Source: an optimization exercise on an open RTL-to-GDS flow (aim: small area). Production flows keep margins and buffers that such runs may drop.
The RTL was checked by simulation tests, not by an equivalence proof against the original design.
Power figures rest on the tool's default switching activity, not on a simulated workload.

==> flow/design.v, too long to show whole: its modules and the start of the top module <==
// module Video_Engine: 98 lines
// module spr_rom: 351 lines
// module ex_rom: 38 lines
// module div10: 194 lines
// module str_rom: 254 lines
// module glyph_rom: 533 lines
// module rsb_pixel_top: 31 lines
module rsb_pixel_top (
    input             clock,
    input             reset,         
    input             pixel_ready,   
    input      [ 7:0] x_addr,
    input      [ 8:0] y_addr,
    input      [ 5:0] game_state,
    output reg [15:0] pixel_data
);
  // ...
==> flow/flow/run.sh <==
#!/bin/bash
# Layout flow: the standard synthesis, then an area-oriented re-mapping of the
# combinational logic (flip-flops kept as the standard synthesis made them), then the
# standard ORFS flow from floorplan to finish.
set -euo pipefail
WORK=$(pwd)
R=$WORK/orfs/results/$FLOW_PLATFORM/rsb_pixel_top/base
YOSYS=$(command -v yosys || echo "$FLOW_HOME/../tools/install/yosys/bin/yosys")

bash standard.sh synth > "$WORK/log_1_standard_synth.log" 2>&1

cp "$R/1_2_yosys.v" "$WORK/standard_synth.v"
SEQ=$(grep -oE '^ *sky130_fd_sc_hd__(df|edf|sdf|dl|sdl|lpflow_inputisolatch)[a-z0-9_]*' "$WORK/standard_synth.v" | sort -u | tr '\n' ' ')
sed -e "s#@IN@#$WORK/standard_synth.v#" -e "s#@OUT@#$WORK/remapped.v#" \
    -e "s#@ABC@#$WORK/flow/remap.abc#" -e "s#@TOP@#$FLOW_TOP#" \
    -e "s#@LIB@#$FLOW_HOME/platforms/sky130hd/lib/sky130_fd_sc_hd__tt_025C_1v80.lib#g" \
    -e "s#@DONTUSE@#$(cat flow/dont_use.txt | tr '\n' ' ')#" \
    -e "s#@SEQ@#$SEQ#" \
    flow/remap.ys.in > "$WORK/remap.ys"
"$YOSYS" -l "$WORK/log_2_remap.log" -s "$WORK/remap.ys" > /dev/null 2>&1

# the remapped netlist replaces the synthesis result; make rebuilds 1_synth.odb from it
cp "$WORK/remapped.v" "$R/1_2_yosys.v"
rm -f "$R/1_synth.odb" "$R/1_synth.sdc"
bash standard.sh > "$WORK/log_3_standard_layout.log" 2>&1
test -s "$FLOW_OUT/final.def"
==> flow/flow/dont_use.txt <==
-dont_use sky130_fd_sc_hd__lpflow_bleeder_1
-dont_use sky130_fd_sc_hd__lpflow_clkbufkapwr_1
-dont_use sky130_fd_sc_hd__lpflow_clkbufkapwr_16
-dont_use sky130_fd_sc_hd__lpflow_clkbufkapwr_2
-dont_use sky130_fd_sc_hd__lpflow_clkbufkapwr_4
-dont_use sky130_fd_sc_hd__lpflow_clkbufkapwr_8
-dont_use sky130_fd_sc_hd__lpflow_clkinvkapwr_1
-dont_use sky130_fd_sc_hd__lpflow_clkinvkapwr_16
-dont_use sky130_fd_sc_hd__lpflow_clkinvkapwr_2
-dont_use sky130_fd_sc_hd__lpflow_clkinvkapwr_4
-dont_use sky130_fd_sc_hd__lpflow_clkinvkapwr_8
-dont_use sky130_fd_sc_hd__lpflow_decapkapwr_12
-dont_use sky130_fd_sc_hd__lpflow_decapkapwr_3
-dont_use sky130_fd_sc_hd__lpflow_decapkapwr_4
-dont_use sky130_fd_sc_hd__lpflow_decapkapwr_6
-dont_use sky130_fd_sc_hd__lpflow_decapkapwr_8
-dont_use sky130_fd_sc_hd__lpflow_inputiso0n_1
-dont_use sky130_fd_sc_hd__lpflow_inputiso0p_1
-dont_use sky130_fd_sc_hd__lpflow_inputiso1n_1
-dont_use sky130_fd_sc_hd__lpflow_inputiso1p_1
-dont_use sky130_fd_sc_hd__lpflow_inputisolatch_1
-dont_use sky130_fd_sc_hd__lpflow_isobufsrc_1
-dont_use sky130_fd_sc_hd__lpflow_isobufsrc_16
-dont_use sky130_fd_sc_hd__lpflow_isobufsrc_2
-dont_use sky130_fd_sc_hd__lpflow_isobufsrc_4
-dont_use sky130_fd_sc_hd__lpflow_isobufsrc_8
-dont_use sky130_fd_sc_hd__lpflow_isobufsrckapwr_16
-dont_use sky130_fd_sc_hd__lpflow_lsbuf_lh_hl_isowell_tap_1
-dont_use sky130_fd_sc_hd__lpflow_lsbuf_lh_hl_isowell_tap_2
-dont_use sky130_fd_sc_hd__lpflow_lsbuf_lh_hl_isowell_tap_4
-dont_use sky130_fd_sc_hd__lpflow_lsbuf_lh_isowell_4
-dont_use sky130_fd_sc_hd__lpflow_lsbuf_lh_isowell_tap_1
-dont_use sky130_fd_sc_hd__lpflow_lsbuf_lh_isowell_tap_2
-dont_use sky130_fd_sc_hd__lpflow_lsbuf_lh_isowell_tap_4
-dont_use sky130_fd_sc_hd__probe_p_8
-dont_use sky130_fd_sc_hd__probec_p_8
==> flow/flow/remap.abc <==
strash
&get -n
&deepsyn -T 300 -S 1
&put
dch
map -a
topo
==> flow/flow/remap.ys.in <==
# Area-oriented re-mapping of the standard synthesis's combinational logic.
read_liberty -ignore_miss_func @LIB@
read_verilog @IN@
hierarchy -top @TOP@
# the flip-flops stay as they are: same cells, same instance names
blackbox @SEQ@
flatten
hierarchy -top @TOP@
opt_clean -purge
stat
abc -liberty @LIB@ @DONTUSE@ -script @ABC@
# cell port directions for the checks below
read_liberty -lib -overwrite @LIB@
opt_clean -purge
hilomap -singleton -hicell sky130_fd_sc_hd__conb_1 HI -locell sky130_fd_sc_hd__conb_1 LO
insbuf -buf sky130_fd_sc_hd__buf_4 A X
splitnets
rename -hide w:*
opt_clean -purge
check -assert
stat -liberty @LIB@
write_verilog -noattr -nohex -nodec @OUT@
==> flow/standard.sh <==
#!/bin/bash
# synth_recipe.tcl (not shown) runs the flow's synth.tcl, then flattens the netlist and writes it again
# the make line also repeats each setting of config.mk as NAME=value (left out here)
make -C /OpenROAD-flow-scripts/flow DESIGN_CONFIG=/design/flow/config.mk WORK_HOME=/design/flow/orfs CLKGATE_MAP_FILE= SYNTH_SCRIPT=/design/flow/synth_recipe.tcl "${@:-finish}"
==> flow/config.mk <==
export PLATFORM = sky130hd
export DESIGN_NAME = rsb_pixel_top
export DESIGN_NICKNAME = rsb_pixel_top
export VERILOG_FILES = /design/flow/design.v
export SDC_FILE = /design/flow/constraint.sdc
export NUM_CORES = 4
export LEC_CHECK = 0
export CAP_MARGIN = 20
export CORE_MARGIN = 2
export CORE_UTILIZATION = 40
export SLEW_MARGIN = 20
==> flow/constraint.sdc <==
create_clock -name core_clock -period 10.0 [get_ports {clock}]
set_input_delay 2.0000 -clock core_clock [delete_from_list [all_inputs] [get_ports {clock}]]
set_output_delay 2.0000 -clock core_clock [all_outputs]
set_load 0.01 [all_outputs]
==> results.toml, run 1 <==
[outcome]
run_status = "complete, no violations"

[clock_network]
clk-insertion-delay-late_ps = 220
cts_setup_buffers = 2
clock_path_buffers = 2
clk_pin_slew_ps = 30

[drt]
wl_met1_microns = 6170
routed_wire_length_per_instance_microns = 16.1
vias = 5507
average_vias_per_placed_instance = 5.83
drtPass1Iterations = 5
highest_layer = "met4"

[sta]
timing.final.setup_violations = 0
final_critical_path_setup_slack_ps = 372
final_min_period_ps = 9630
max_slew_margin = 0.393

[setup_path]
critical-path-top-delay-family = "compound AO/OA/AOI/OAI gates"
worst_setup_path_end = "pix[0]"
worst-setup-path-type = "in -> reg"
reg2reg_setup_slack_ps = 9130
maximum_single_stage_delay_on_the_critical_path_ps = 470
r2r_start = "pix[2]"

[hold_path]
holdPathStages = 2
worst_hold_startpoint = "pix[0]"

[power_and_ir_drop]
internal-power_mw = 0.285
pg_seq_mw = 0.0158
power_frac_comb = 0.912
static_leakage_nw = 2.14
power.sequential.fraction = 0.026

[synthesis]
synthesis.area_per_instance_sq_um = 4.86

[global_routing]
met3_usage = 0.0231
grt_pass1_wl_microns = 23900
grt_busiest_layer = "met2"
grt_max_degree = 13

[floorplan]
num_io_pins = 42
die_height_microns = 94.8
core_sq_um = 8090
well_tap_count = 105

[layout]
final-seq-area_sq_um = 75.1
most_frequent_cells_in_the_layout = "134 x nor2_1, 130 x buf_4, 104 x nand2_1"
area_occupied_by_multi_input_gates_sq_um = 2930
fin_cells = 945
multi_input_comb_cells = 538

[place]
dp.cells = 925
port_buffers = 41
place_area_sq_um = 4610
==> run 2, diff against run 1 <==
--- a/flow/config.mk
+++ b/flow/config.mk
@@ -9,3 +9,4 @@
 export CORE_MARGIN = 2
 export CORE_UTILIZATION = 40
+export GPL_TIMING_DRIVEN = 0
 export SLEW_MARGIN = 20
==> results.toml, run 2 <==
[outcome]
run_status = "complete, no violations"

[sta]
setup_tns_ps = 0
max_slew_margin = 0.520
timing.final.setup_violations = 0
final_critical_path_setup_slack_ps = 229
worst-slew-pin-transition_ps = 714
timing.fmax_mhz = 102
final_min_period_ps = 9770
timing_hold_violations_final = 0
final_min_period_over_clock_period = 0.977
maxSlewViolCount = 0
finalClockSkew_ps = 0

[clock_network]
clock_path_buffers = 2
cts_hold_buffers = 0
clk_pin_slew_ps = 30
tritoncts.num_buffers = 3
clk-insertion-delay-late_ps = 220
cts_tree = "yes"
clock_tree.htree_level_count = 1
clock-sinks = 3
clk_root_buffer_cell = "clkbuf_8"

[synthesis]
synth.yosys.warnings = 2
synth_nets = 705
post_synth_inst_count = 679
syn-cell-area_sq_um = 3300
synthesis.area_per_instance_sq_um = 4.86

[floorplan]
die_height_microns = 94.8
die_area_sq_um = 8990
fp.dieW_microns = 94.8
starting_density_of_the_core = 0.408
core_sq_um = 8090
num_io_pins = 42
fp-row-count = 33

[drt]
routed_wire_length_per_instance_microns = 17.6
drt-total-wl_microns = 15700
drtPass1Iterations = 5
remaining_number_of_nets_flagged_by_the_antenna_check_after_routing = 0
vias = 5362
post_detailed_route_drc_marker_count = 0
average_vias_per_placed_instance = 6.00
drt_iter0_markers = 486

[layout]
largest_reg_flops = 3
final_net_count = 815
fin_util = 0.614
fillers = 778
share_of_post_route_cells_with_drive_strength_above_1 = 0.277
largest_registers = "pix (3)"
max_flop_register = "pix"
synthToLayoutAreaGrowth_pct = 50.6
antenna-diode-count = 0
finalInstanceArea_sq_um = 4970
most_frequent_cells_in_the_layout = "123 x nor2_1, 100 x nand2_1, 91 x clkinv_1"
final_common_cell = "nor2_1"

[setup_path]
crit_path_max_fanout = 5
critical-path-top-cell-by-count = "buf_4"
worst-setup-path-type = "in -> reg"
worst_path_max_delay_cell = "nor4_4"
critical_path.n_buffers_inverters = 18
worst_ep_required_time_ps = 10140
worstSetupPathDepth = 64
crit_path_end_kind = "flip-flop"
worst_ep_arrival_time_ps = 9910
worst-r2r-cell-count = 2
startpoint_type = "input port"
critical-path-top-delay-family = "compound AO/OA/AOI/OAI gates"
maximum_single_stage_delay_on_the_critical_path_ps = 340

[place]
dpl_hpwl_microns = 11000
pre_cts_ws_ps = -3400
place_area_sq_um = 3860
place.gp.congestion = 0.991
port_buffers = 41

[power_and_ir_drop]
p_per_area_nw_per_um2 = 122
static_leakage_nw = 2.00
peakVddDrop_v = 0.0000944

[hold_path]
class_of_the_tightest_hold_or_removal_check = "reg -> reg"
holdPathStages = 2

[global_routing]
grt_remaining_overflow = 0
grt.total_usage = 0.330
first_global_vias = 4773
grt_pass1_wl_microns = 23700
grt_max_degree = 13
antenna_found_initial = 0

[job]
drv_cap = 0
## run 2: worst paths after layout
kind / startpoint / end / slack [ps]
min in group asynchronous: reset / pix[1] / 1930
max in group asynchronous: reset / pix[0] / 7960
min: pix[0] / pix[0] / 570
max: game_state[3] / pix[1] / 230
min reg2reg: pix[0] / pix[0] / 570
max reg2reg: pix[2] / pix[2] / 9100
## run 2: report_power, final
group / internal, mW / leakage [nW] / switching, mW
combinational: 0.222 / 1.95 / 0.332
sequential: 0.0138 / 0.0339 / 0.00198
clock: 0.0273 / 0.0228 / 0.00979
total: 0.263 / 2.00 / 0.343
## run 2: per-stage QoR
step           hold slack (ps)  total power [mW]  std cells
5_1_grt                    614             0.645        893
3_3_place_gp               557             0.388        825
3_5_place_dp               554             0.386        825
6_report                   571             0.607        893
4_1_cts                    560             0.517        862
2_1_floorplan              517             0.269        679
## run 2: worst register-to-register path, delay by kind of cell, from the launching register on
kind | cells | cell delay [ps]
AOI/OAI and AO/OA | 1 | 230
buffers and inverters | 1 | 150
DFF | 1 | 430
## run 2: per-layer routing
metal  vias to the layer above  wire length, microns  part of all wire  global-route usage
met5                         -                     0                 0                   0
met4                         0                   887             0.056               0.151
met3                        90                  1280             0.081              0.0168
met2                       317                  7430              0.47               0.579
met1                      2415                  6120              0.39               0.414
li1                       2540                     -                 -                   -
## run 2: cell type report
class                      instances  area, sq um  area share
tap                              105          131      0.0264
timing repair buffer             105          912       0.184
sequential                         3         75.1      0.0151
multi-input combinational        538         3170       0.639
clock buffer                       4         45.0     0.00907
inverter                         122          510       0.103
buffer                            16          120      0.0242
## run 2: what timing repair did
action	CTS	global route
endpoints found under the setup margin	3	3
buffers inserted	33	33
pin swaps	25	46
gates resized for setup	105	109
==> run 3, diff against run 2 <==
==> flow/flow/remap.abc (replaced) <==
strash
&get -n
&deepsyn -T 300 -S 1
&put
dch
map -D 5000
topo
==> results.toml, run 3 <==
[setup_path]
critical_path.n_buffers_inverters = 5
maximum_single_stage_delay_on_the_critical_path_ps = 530
reg2reg_setup_slack_ps = 9140
worst_ep_required_time_ps = 10130
crit_path_max_fanout = 14
worst-setup-path-type = "in -> reg"
worst_ep_arrival_time_ps = 9640
crit_path_end_kind = "flip-flop"
worst_path_max_delay_cell = "clkdlybuf4s50_1"
startpoint_type = "input port"
critical-path-top-cell-by-count = "nand2_1"
critical-path-top-delay-family = "simple AND/OR/NAND/NOR gates"

[global_routing]
first_global_vias = 4778
antenna_found_initial = 0
grt_pass1_wl_microns = 23300
grt_remaining_overflow = 0
grt_max_degree = 15
grt.total_usage = 0.315

[power_and_ir_drop]
total_switching_power_mw = 0.311
p_clk_frac = 0.069
internal-power_mw = 0.216
static_leakage_nw = 1.65
power_frac_comb = 0.900
sw_frac_of_total = 0.590
p_per_area_nw_per_um2 = 122
peakVddDrop_v = 0.0000823
power.sequential.fraction = 0.031
report.power.total_mw = 0.526

[sta]
worst-slew-pin-transition_ps = 992
final_min_period_ps = 9510
timing_hold_violations_final = 0
finalClockSkew_ps = 0
worst_hold_slack_ps = 644
final_critical_path_setup_slack_ps = 489
final_min_period_over_clock_period = 0.951
maxSlewViolCount = 0
max_slew_margin = 0.332
timing.fmax_mhz = 105
timing.final.setup_violations = 0

[drt]
vias = 5233
drt_iter0_markers = 482
drtPass1Iterations = 5
drt-total-wl_microns = 14700
routed_wire_length_per_instance_microns = 17.3
remaining_number_of_nets_flagged_by_the_antenna_check_after_routing = 0
post_detailed_route_drc_marker_count = 0
average_vias_per_placed_instance = 6.16

[synthesis]
synth.yosys.warnings = 2
synth_nets = 712
synthesis.area_per_instance_sq_um = 4.97
post_synth_inst_count = 686
syn-cell-area_sq_um = 3410

[floorplan]
num_io_pins = 42
core_sq_um = 8260
die_height_microns = 96.4
starting_density_of_the_core = 0.413
fp-row-count = 33
fp.dieW_microns = 96.4
die_area_sq_um = 9290

[hold_path]
class_of_the_tightest_hold_or_removal_check = "reg -> reg"

[clock_network]
clk-insertion-delay-late_ps = 220
cts_tree = "yes"
clock-sinks = 3
clk_pin_slew_ps = 30
tritoncts.num_buffers = 3
clock_tree.htree_level_count = 1
clk_root_buffer_cell = "clkbuf_8"
cts_hold_buffers = 0
clock_path_buffers = 2

[layout]
final_common_cell = "nor2_1"
final_net_count = 771
share_of_post_route_cells_with_drive_strength_above_1 = 0.126
largest_reg_flops = 3
fin_util = 0.524
antenna-diode-count = 0
fin_cells = 849
max_flop_register = "pix"
most_frequent_cells_in_the_layout = "122 x nor2_1, 117 x nand2_1, 99 x clkinv_1"
largest_registers = "pix (3)"
synthToLayoutAreaGrowth_pct = 26.7

[job]
drv_cap = 0

[place]
port_buffers = 41
place.gp.congestion = 1.01
dp.cells = 832
dpl_hpwl_microns = 11400
pre_cts_ws_ps = -2100

[outcome]
run_status = "complete, no violations"
run 3: layout make-up:
cell class | count | area (sq um)
Multi-Input combinational cell | 561 | 3040
Buffer | 16 | 120
Tap cell | 105 | 131
Sequential cell | 3 | 75.1
Fill cell | 893 | 3930
Timing Repair Buffer | 53 | 498
Inverter | 107 | 412
Clock buffer | 4 | 45.0
run 3: worst paths after layout:
kind | from | end | cells after the start
setup / recovery | game_state[5] | pix[1] | 47
hold / removal | pix[0] | pix[0] | 2
setup reg to reg | pix[2] | pix[2] | 2
hold reg to reg | pix[0] | pix[0] | 2
max in group asynchronous | reset | pix[1] | 2
min in group asynchronous | reset | pix[2] | 2
run 3: power by group through the flow:
stage | logic [mW] | registers (mW) | clock network, mW
detailed placement | 0.397 | 0.0164 | 0
global placement | 0.397 | 0.0166 | 0
global route | 0.513 | 0.0167 | 0.0397
finish | 0.474 | 0.0164 | 0.0361
CTS | 0.433 | 0.0165 | 0.0378
floorplan | 0.275 | 0.0155 | 0
run 3: repair_timing:
| item | 4_1_cts | 5_1_grt |
|---|---|---|
| setup endpoints to repair | 3 | 3 |
| pin swaps | 6 | 8 |
| setup buffers | 5 | 7 |
| gates resized for setup | 37 | 42 |
| gates cloned | 1 | 0 |
run 3: metrics by stage:
stage               area (sq um)  TNS [ps]
floorplan                   3410         0
global placement            3950     -6430
detailed placement          3950     -6290
CTS                         4170         0
global route                4320      -282
finish                      4320         0
run 3: worst register-to-register path: stages (launching register included):
cell	delay [ps]
dfrtp_1	450
o22ai_1	210
a31oi_1	60
run 3: per-layer routing:
| metal | share of wire | global-route usage |
|---|---|---|
| met1 | 0.40 | 0.395 |
| met2 | 0.48 | 0.561 |
| met3 | 0.085 | 0.0133 |
| met5 | 0 | 0 |
| met4 | 0.039 | 0.124 |
==> run 4, diff against run 3 <==
==> flow/flow/remap.abc (replaced) <==
strash
&get -n
&deepsyn -T 300 -S 1
&put
dch
map -a
topo
--- a/flow/config.mk
+++ b/flow/config.mk
@@ -8,5 +8,5 @@
 export CAP_MARGIN = 20
 export CORE_MARGIN = 2
-export CORE_UTILIZATION = 40
+export CORE_UTILIZATION = 60
 export GPL_TIMING_DRIVEN = 0
 export SLEW_MARGIN = 20
==> results.toml, run 4 <==
[outcome]
run_status = "aborted with a tool error"
failing_step = "global routing (5_1_grt)"
tool.error = "[ERROR GRT-0116] Global routing finished with congestion. Check the congestion regions in the DRC Viewer."

[clock_network]
clk_root_buffer_cell = "clkbuf_8"
cts_hold_buffers = 0
clock_tree.htree_level_count = 1
tritoncts.num_buffers = 3
clock_path_buffers = 2

[floorplan]
fp-row-count = 26
fp.dieW_microns = 78.1
die_height_microns = 78.1
starting_density_of_the_core = 0.634
num_io_pins = 42

[global_routing]
grt_remaining_overflow = 86
grt_max_degree = 13
grt.total_usage = 0.730
first_global_vias = 6949
grt_pass1_wl_microns = 35700

[synthesis]
post_synth_inst_count = 679
synth_nets = 705
syn-cell-area_sq_um = 3300
synth.yosys.warnings = 2
synthesis.area_per_instance_sq_um = 4.86

[place]
dp.cells = 790
place.gp.congestion = 1.09
dpl_hpwl_microns = 10100
port_buffers = 41
place_area_sq_um = 3810
pre_cts_ws_ps = -3110
## run 4: how the worst min path moves through the flow
stage | start | endpoint | slack (ps) | depth (start not counted)
global placement | pix[0] | pix[0] | 550 | 2
detailed placement | pix[0] | pix[0] | 560 | 2
floorplan | pix[0] | pix[0] | 520 | 2
CTS | pix[0] | pix[0] | 580 | 2
## run 4: power groups by stage
stage / combinational, mW / clock (mW) / sequential, mW
after floorplan: 0.254 / 0 / 0.0153
after global placement: 0.355 / 0 / 0.0158
after detailed placement: 0.362 / 0 / 0.0158
after CTS: 0.470 / 0.0370 / 0.0157
## run 4: what timing repair did
action,4_1_cts
endpoints found under the hold margin,0
pin swaps,28
gates resized for setup,107
buffers inserted,80
setup endpoints to repair,3
## run 4: routing by layer
metal | track usage | overflow
met5 | 0.0909 | 0
met4 | 0.733 | 28
met3 | 0.493 | 0
met2 | 0.975 | 57
met1 | 0.724 | 1
==> run 5, diff against run 4 <==
--- a/flow/flow/run.sh
+++ b/flow/flow/run.sh
@@ -23,4 +23,4 @@
 cp "$WORK/remapped.v" "$R/1_2_yosys.v"
 rm -f "$R/1_synth.odb" "$R/1_synth.sdc"
-bash standard.sh > "$WORK/log_3_standard_layout.log" 2>&1
+bash standard.sh BUFFER_PORTS_ARGS="-buffer_cell sky130_fd_sc_hd__buf_1" finish > "$WORK/log_3_standard_layout.log" 2>&1
 test -s "$FLOW_OUT/final.def"
==> flow/flow/remap.abc (replaced) <==
strash
&get -n
&deepsyn -T 300 -S 1
&put
dch
map -D 5000
topo
--- a/flow/config.mk
+++ b/flow/config.mk
@@ -8,5 +8,5 @@
 export CAP_MARGIN = 20
 export CORE_MARGIN = 2
-export CORE_UTILIZATION = 60
+export CORE_UTILIZATION = 40
 export GPL_TIMING_DRIVEN = 0
 export SLEW_MARGIN = 20
==> results.toml, run 5 <==
[outcome]
run_status = "complete, no violations"

[clock_network]
cts_tree = "yes"
tritoncts.num_buffers = 3
cts_hold_buffers = 0
clock_path_buffers = 2
clock-sinks = 3
clock_tree.htree_level_count = 1
clk-insertion-delay-late_ps = 220
clk_root_buffer_cell = "clkbuf_8"
clk_pin_slew_ps = 30

[hold_path]
worstHoldEndpoint = "pix[0]"
holdPathStages = 2
class_of_the_tightest_hold_or_removal_check = "reg -> reg"
worst_hold_startpoint = "pix[0]"

[layout]
largest_reg_flops = 3
finalInstanceArea_sq_um = 3990
max_flop_register = "pix"
synthToLayoutAreaGrowth_pct = 17.0
final_common_cell = "nor2_1"
most_frequent_cells_in_the_layout = "125 x nor2_1, 121 x nand2_1, 101 x clkinv_1"
final_net_count = 770
largest_registers = "pix (3)"
share_of_post_route_cells_with_drive_strength_above_1 = 0.110
antenna-diode-count = 0

[place]
dpl_hpwl_microns = 11000
pre_cts_ws_ps = -1970
place_area_sq_um = 3700
place.gp.congestion = 1.03
port_buffers = 41

[setup_path]
critical-path-top-cell-by-count = "nand2_1"
worst_ep_required_time_ps = 10130
worst_ep_arrival_time_ps = 9560
crit_path_end_kind = "flip-flop"
reg2reg_setup_slack_ps = 9170
worst-r2r-cell-count = 2
worst_path_max_delay_cell = "a32o_1"
startpoint_type = "input port"
reg2reg_to = "pix[1]"
worst-setup-path-type = "in -> reg"
crit_path_max_fanout = 14
crit_path_start = "game_state[3]"
r2r_start = "pix[1]"
maximum_single_stage_delay_on_the_critical_path_ps = 300

[sta]
timing.fmax_mhz = 106
worst-slew-pin-transition_ps = 1010
finalClockSkew_ps = 0
final_min_period_over_clock_period = 0.943
timing_hold_violations_final = 0
final_min_period_ps = 9430
final_critical_path_setup_slack_ps = 574
timing.final.setup_violations = 0
max_slew_margin = 0.324
maxSlewViolCount = 0

[synthesis]
post_synth_inst_count = 686
syn-cell-area_sq_um = 3410
synth.yosys.warnings = 2
synth_nets = 712
synthesis.area_per_instance_sq_um = 4.97

[drt]
post_detailed_route_drc_marker_count = 0
drt-total-wl_microns = 13800
drt_iter0_markers = 439
routed_wire_length_per_instance_microns = 16.3
drtPass1Iterations = 5
vias = 5185
remaining_number_of_nets_flagged_by_the_antenna_check_after_routing = 0
average_vias_per_placed_instance = 6.11

[global_routing]
grt.total_usage = 0.292
grt_remaining_overflow = 0
first_global_vias = 4459
antenna_found_initial = 0
grt_pass1_wl_microns = 21700
grt_max_degree = 15

[job]
drv_cap = 0

[floorplan]
fp-row-count = 33
fp.dieW_microns = 96.4
die_height_microns = 96.4
num_io_pins = 42
starting_density_of_the_core = 0.413
die_area_sq_um = 9290
core_sq_um = 8260

[power_and_ir_drop]
p_per_area_nw_per_um2 = 123
peakVddDrop_v = 0.000137
static_leakage_nw = 1.51
report.power.total_mw = 0.491
## run 5: final cells by class
class / count / area [sq um]
plain buffers: 16 / 120
multi-input cells: 560 / 2960
fillers: 942 / 4270
well taps: 105 / 131
inverters: 107 / 412
clock buffers: 4 / 45.0
repair buffers: 53 / 246
flip-flops and latches: 3 / 75.1
## run 5: what timing repair did
item | in CTS | in global routing
endpoints found under the setup margin | 3 | 3
buffers inserted | 5 | 7
pin swaps | 4 | 6
gates resized for setup | 21 | 35
## run 5: worst max path at each step
stage / endpoint / slack, ps / cells after the start
after detailed placement: pix[0] / -1970 / 45
final: pix[0] / 570 / 51
after floorplan: pix[0] / 1110 / 47
after CTS: pix[0] / 30 / 49
after global placement: pix[1] / -1820 / 45
after global routing: pix[2] / -60 / 52
## run 5: critical path: cells and delay by family
kind | cells | cell delay, ps
compound gates | 18 | 3270
buf+inv | 5 | 690
simple gates | 28 | 3570
## run 5: metrics by stage
stage,setup TNS [ps],hold slack (ps),util,instances
6_report,0,670,0.483,848
5_1_grt,-166,709,0.483,848
4_1_cts,0,669,0.465,841
3_5_place_dp,-5790,656,0.448,832
3_3_place_gp,-5460,644,0.448,832
2_1_floorplan,0,570,-,686
## run 5: power by group
part,internal [mW],leakage [nW],switching [mW]
clock network,0.0272,0.0228,0.00805
logic,0.151,1.45,0.289
registers,0.0138,0.0341,0.00242
## run 5: per-layer routing
metal,track usage,wire [microns],share of wire
met5,0,0,0
met3,0.00783,1390,0.10
met1,0.397,5600,0.41
met4,0.0974,478,0.035
met2,0.497,6310,0.46
==> run 6, diff against run 5 <==
==> flow/run.sh (new file) <==
#!/bin/bash
# synth_recipe.tcl (not shown) runs the flow's synth.tcl, then flattens the netlist and writes it again
# the make line also repeats each setting of config.mk as NAME=value (left out here)
make -C /OpenROAD-flow-scripts/flow DESIGN_CONFIG=/design/flow/config.mk WORK_HOME=/design/flow/orfs CLKGATE_MAP_FILE= SYNTH_SCRIPT=/design/flow/synth_recipe.tcl finish
--- a/flow/config.mk
+++ b/flow/config.mk
@@ -9,4 +9,3 @@
 export CORE_MARGIN = 2
 export CORE_UTILIZATION = 40
-export GPL_TIMING_DRIVEN = 0
 export SLEW_MARGIN = 20
removed: flow/flow/run.sh
removed: flow/flow/dont_use.txt
removed: flow/flow/remap.abc
removed: flow/flow/remap.ys.in
removed: flow/standard.sh
==> results.toml, run 6 <==
[outcome]
run_status = "complete, no violations"

[drt]
drt-total-wl_microns = 19500
drtPass1Iterations = 9
average_vias_per_placed_instance = 6.62
vias = 7066
post_detailed_route_drc_marker_count = 0
drt_iter0_markers = 959
routed_wire_length_per_instance_microns = 18.3
remaining_number_of_nets_flagged_by_the_antenna_check_after_routing = 0

[clock_network]
cts_hold_buffers = 0
tritoncts.num_buffers = 3
clock-sinks = 3
clk-insertion-delay-late_ps = 230
cts_resized = 0
clk_root_buffer_cell = "clkbuf_16"
cts_tree = "yes"
clock_path_buffers = 2
clk_pin_slew_ps = 30
clock_tree.htree_level_count = 1
cts_setup_buffers = 0

[power_and_ir_drop]
static_leakage_nw = 2.38
sw_frac_of_total = 0.578
report.power.total_mw = 0.688
peakVddDrop_v = 0.0000671
total_switching_power_mw = 0.398
p_per_area_nw_per_um2 = 109
power_frac_comb = 0.881
p_clk_frac = 0.095
power.sequential.fraction = 0.025
internal-power_mw = 0.290

[setup_path]
maximum_single_stage_delay_on_the_critical_path_ps = 630
r2r_start = "pix[1]"
worst-setup-path-type = "in -> reg"
reg2reg_to = "pix[1]"
startpoint_type = "input port"
critical-path-top-cell-by-count = "ha_1"
reg2reg_setup_slack_ps = 9140
worst_path_max_delay_cell = "clkdlybuf4s50_1"
crit_path_end_kind = "flip-flop"
crit_path_max_fanout = 23
worst_ep_arrival_time_ps = 9630
worst-r2r-cell-count = 2
worst_ep_required_time_ps = 10140

[hold_path]
worstHoldEndpoint = "pix[0]"
holdPathStages = 2
class_of_the_tightest_hold_or_removal_check = "reg -> reg"
worst_hold_startpoint = "pix[0]"

[place]
place.gp.congestion = 0.959
dp.cells = 1064
port_buffers = 41
dpl_hpwl_microns = 14700

[layout]
final_net_count = 967
most_frequent_cells_in_the_layout = "91 x nand2_1, 86 x nor2_1, 60 x o21ai_0"
final_common_cell = "nand2_1"
synthToLayoutAreaGrowth_pct = 11.9
antenna-diode-count = 0
share_of_post_route_cells_with_drive_strength_above_1 = 0.0766
largest_registers = "pix (3)"
fin_cells = 1068
largest_reg_flops = 3
max_flop_register = "pix"

[sta]
max_slew_margin = 0.379
unrepaired_setup_endpoints_after_global_routing = "no"
maxSlewViolCount = 0
finalClockSkew_ps = 0
setup_tns_ps = 0
worst-slew-pin-transition_ps = 928
final_min_period_ps = 9500
final_min_period_over_clock_period = 0.950
timing_hold_violations_final = 0
timing.fmax_mhz = 105
timing.final.setup_violations = 0

[synthesis]
synth_top_area_frac = 0.107
synth_top_cells_by_count = "91 x nand2_1, 86 x nor2_1, 60 x o21ai_0"
synth.yosys.warnings = 2
commonest_register_cell_after_synthesis = "dfrtp_1"
post_synthesis_sequential_area_ratio = 0.0133
ys_seq_elements = 3
post-synth-top-count-cell = "nand2_1"
async_flop_share = 1.00
synthDistinctLibCells = 93
yosysTopAreaCell = "ha_1"
synth-edff-count = 0
synth_nets = 952
synth.area.top_cells = "ha_1 11%, nand2_1 6.1%, nor2_1 5.7%"
post_synth_inst_count = 874
synthesis.area_per_instance_sq_um = 6.45
syn-cell-area_sq_um = 5640

[floorplan]
starting_density_of_the_core = 0.408
fp-row-count = 43
fp.dieW_microns = 123
core_sq_um = 13800
num_io_pins = 42
die_height_microns = 123
die_area_sq_um = 15100

[global_routing]
grt_remaining_overflow = 0
antenna_found_initial = 0
grt.total_usage = 0.249
grt_pass1_wl_microns = 31200
first_global_vias = 6244
grt_max_degree = 27

[job]
drv_cap = 0
==> run 6: stage by stage <==
| stage | utilization | worst slack [ps] | hold WS [ps] | instance area (sq um) |
|---|---|---|---|---|
| 2_1_floorplan | - | 1310 | 615 | 5640 |
| 3_3_place_gp | 0.451 | 670 | 681 | 6230 |
| 3_5_place_dp | 0.451 | 463 | 691 | 6230 |
| 4_1_cts | 0.457 | 630 | 695 | 6310 |
| 5_1_grt | 0.457 | 4.97 | 764 | 6310 |
| 6_report | 0.457 | 505 | 697 | 6310 |
==> run 6: logic make-up after synthesis <==
kind of cell,Yosys count,synth area share
compound gates,320,0.402
xor+xnor,27,0.0433
fa+ha+maj,52,0.121
buf+inv,99,0.0770
flops,3,0.0133
mux,10,0.0200
simple gates,363,0.324
==> run 6: worst max path at each step <==
| stage | start | endpoint | slack, ps | depth (start not counted) |
|---|---|---|---|---|
| after global placement | game_state[1] | pix[2] | 670 | 28 |
| after floorplan | game_state[4] | pix[2] | 1310 | 31 |
| final | game_state[1] | pix[2] | 500 | 30 |
| after global routing | game_state[1] | pix[2] | 5 | 30 |
| after detailed placement | game_state[1] | pix[2] | 460 | 30 |
| after CTS | game_state[1] | pix[2] | 630 | 30 |
==> run 6: power by group through the flow <==
stage | sequential, mW | clock (mW) | combinational (mW)
CTS | 0.0169 | 0.0651 | 0.590
global route | 0.0174 | 0.0664 | 0.656
floorplan | 0.0151 | 0 | 0.431
detailed placement | 0.0170 | 0 | 0.587
global placement | 0.0169 | 0 | 0.593
finish | 0.0169 | 0.0650 | 0.606
==> run 6: final cells by class <==
class                      count  area, sq um
clock buffer                   4         78.8
fill                        1432         7510
inverter                      34          130
multi-input combinational    772         5140
sequential                     3         75.1
tap                          180          225
timing repair buffer          75          666
==> run 6: worst max-delay path, delay by kind of cell <==
family / cells / cell delay, ps
muxes: 2 / 590
adders and majority gates: 4 / 1370
buffers and inverters: 6 / 1640
AOI/OAI and AO/OA: 9 / 2100
and+or+nand+nor: 9 / 1910
==> run 6: routing by layer <==
| layer | up-vias | GRT usage | share of wire |
|---|---|---|---|
| met5 | - | 0 | 0 |
| met4 | 0 | 0.0697 | 0.021 |
| met3 | 51 | 0.0204 | 0.079 |
| met2 | 404 | 0.425 | 0.47 |
| met1 | 3226 | 0.334 | 0.43 |
| li1 | 3385 | - | - |

what the ideal ports hide:
Ports are ideal in the flow. The routed layouts listed here were re-timed in OpenROAD.
Step 1 (the two cells are an assumption about what drives the block):
set clk [get_ports {clock}]
set_driving_cell -lib_cell sky130_fd_sc_hd__clkbuf_16 $clk
set_driving_cell -lib_cell sky130_fd_sc_hd__buf_2 [delete_from_list [all_inputs] $clk]
Step 2 adds t to the input delays and takes it off the output delays; t is the mean of the earliest and latest rising clock arrival at the registers after step 1. Input paths then give back, and output paths get back, about the clock's delay inside the block.
Three values: no drivers, after step 1, after step 2; two values: the first two.
run	shift t [ns]	setup WS [ns]	worst setup path at the end	worst register clock-pin slew, ns	worst data-port slew with drivers (ns)
run 1	0.242	0.372 / 0.368 / 0.126	input to register	0.03 / 0.03	0.04
run 2	0.243	0.229 / 0.226 / -0.017	input to register	0.03 / 0.03	0.04
run 3	0.233	0.489 / 0.479 / 0.246	input to register	0.03 / 0.03	0.04
run 5	0.233	0.574 / 0.556 / 0.323	input to register	0.03 / 0.03	0.04
run 6	0.252	0.505 / 0.507 / 0.255	input to register	0.03 / 0.03	0.05
With both steps, setup timing fails in run 2, where it was met with ideal ports. For run 5, which loses most, drivers alone change the setup slack by -0.018 ns; drivers and shift together by -0.251 ns.
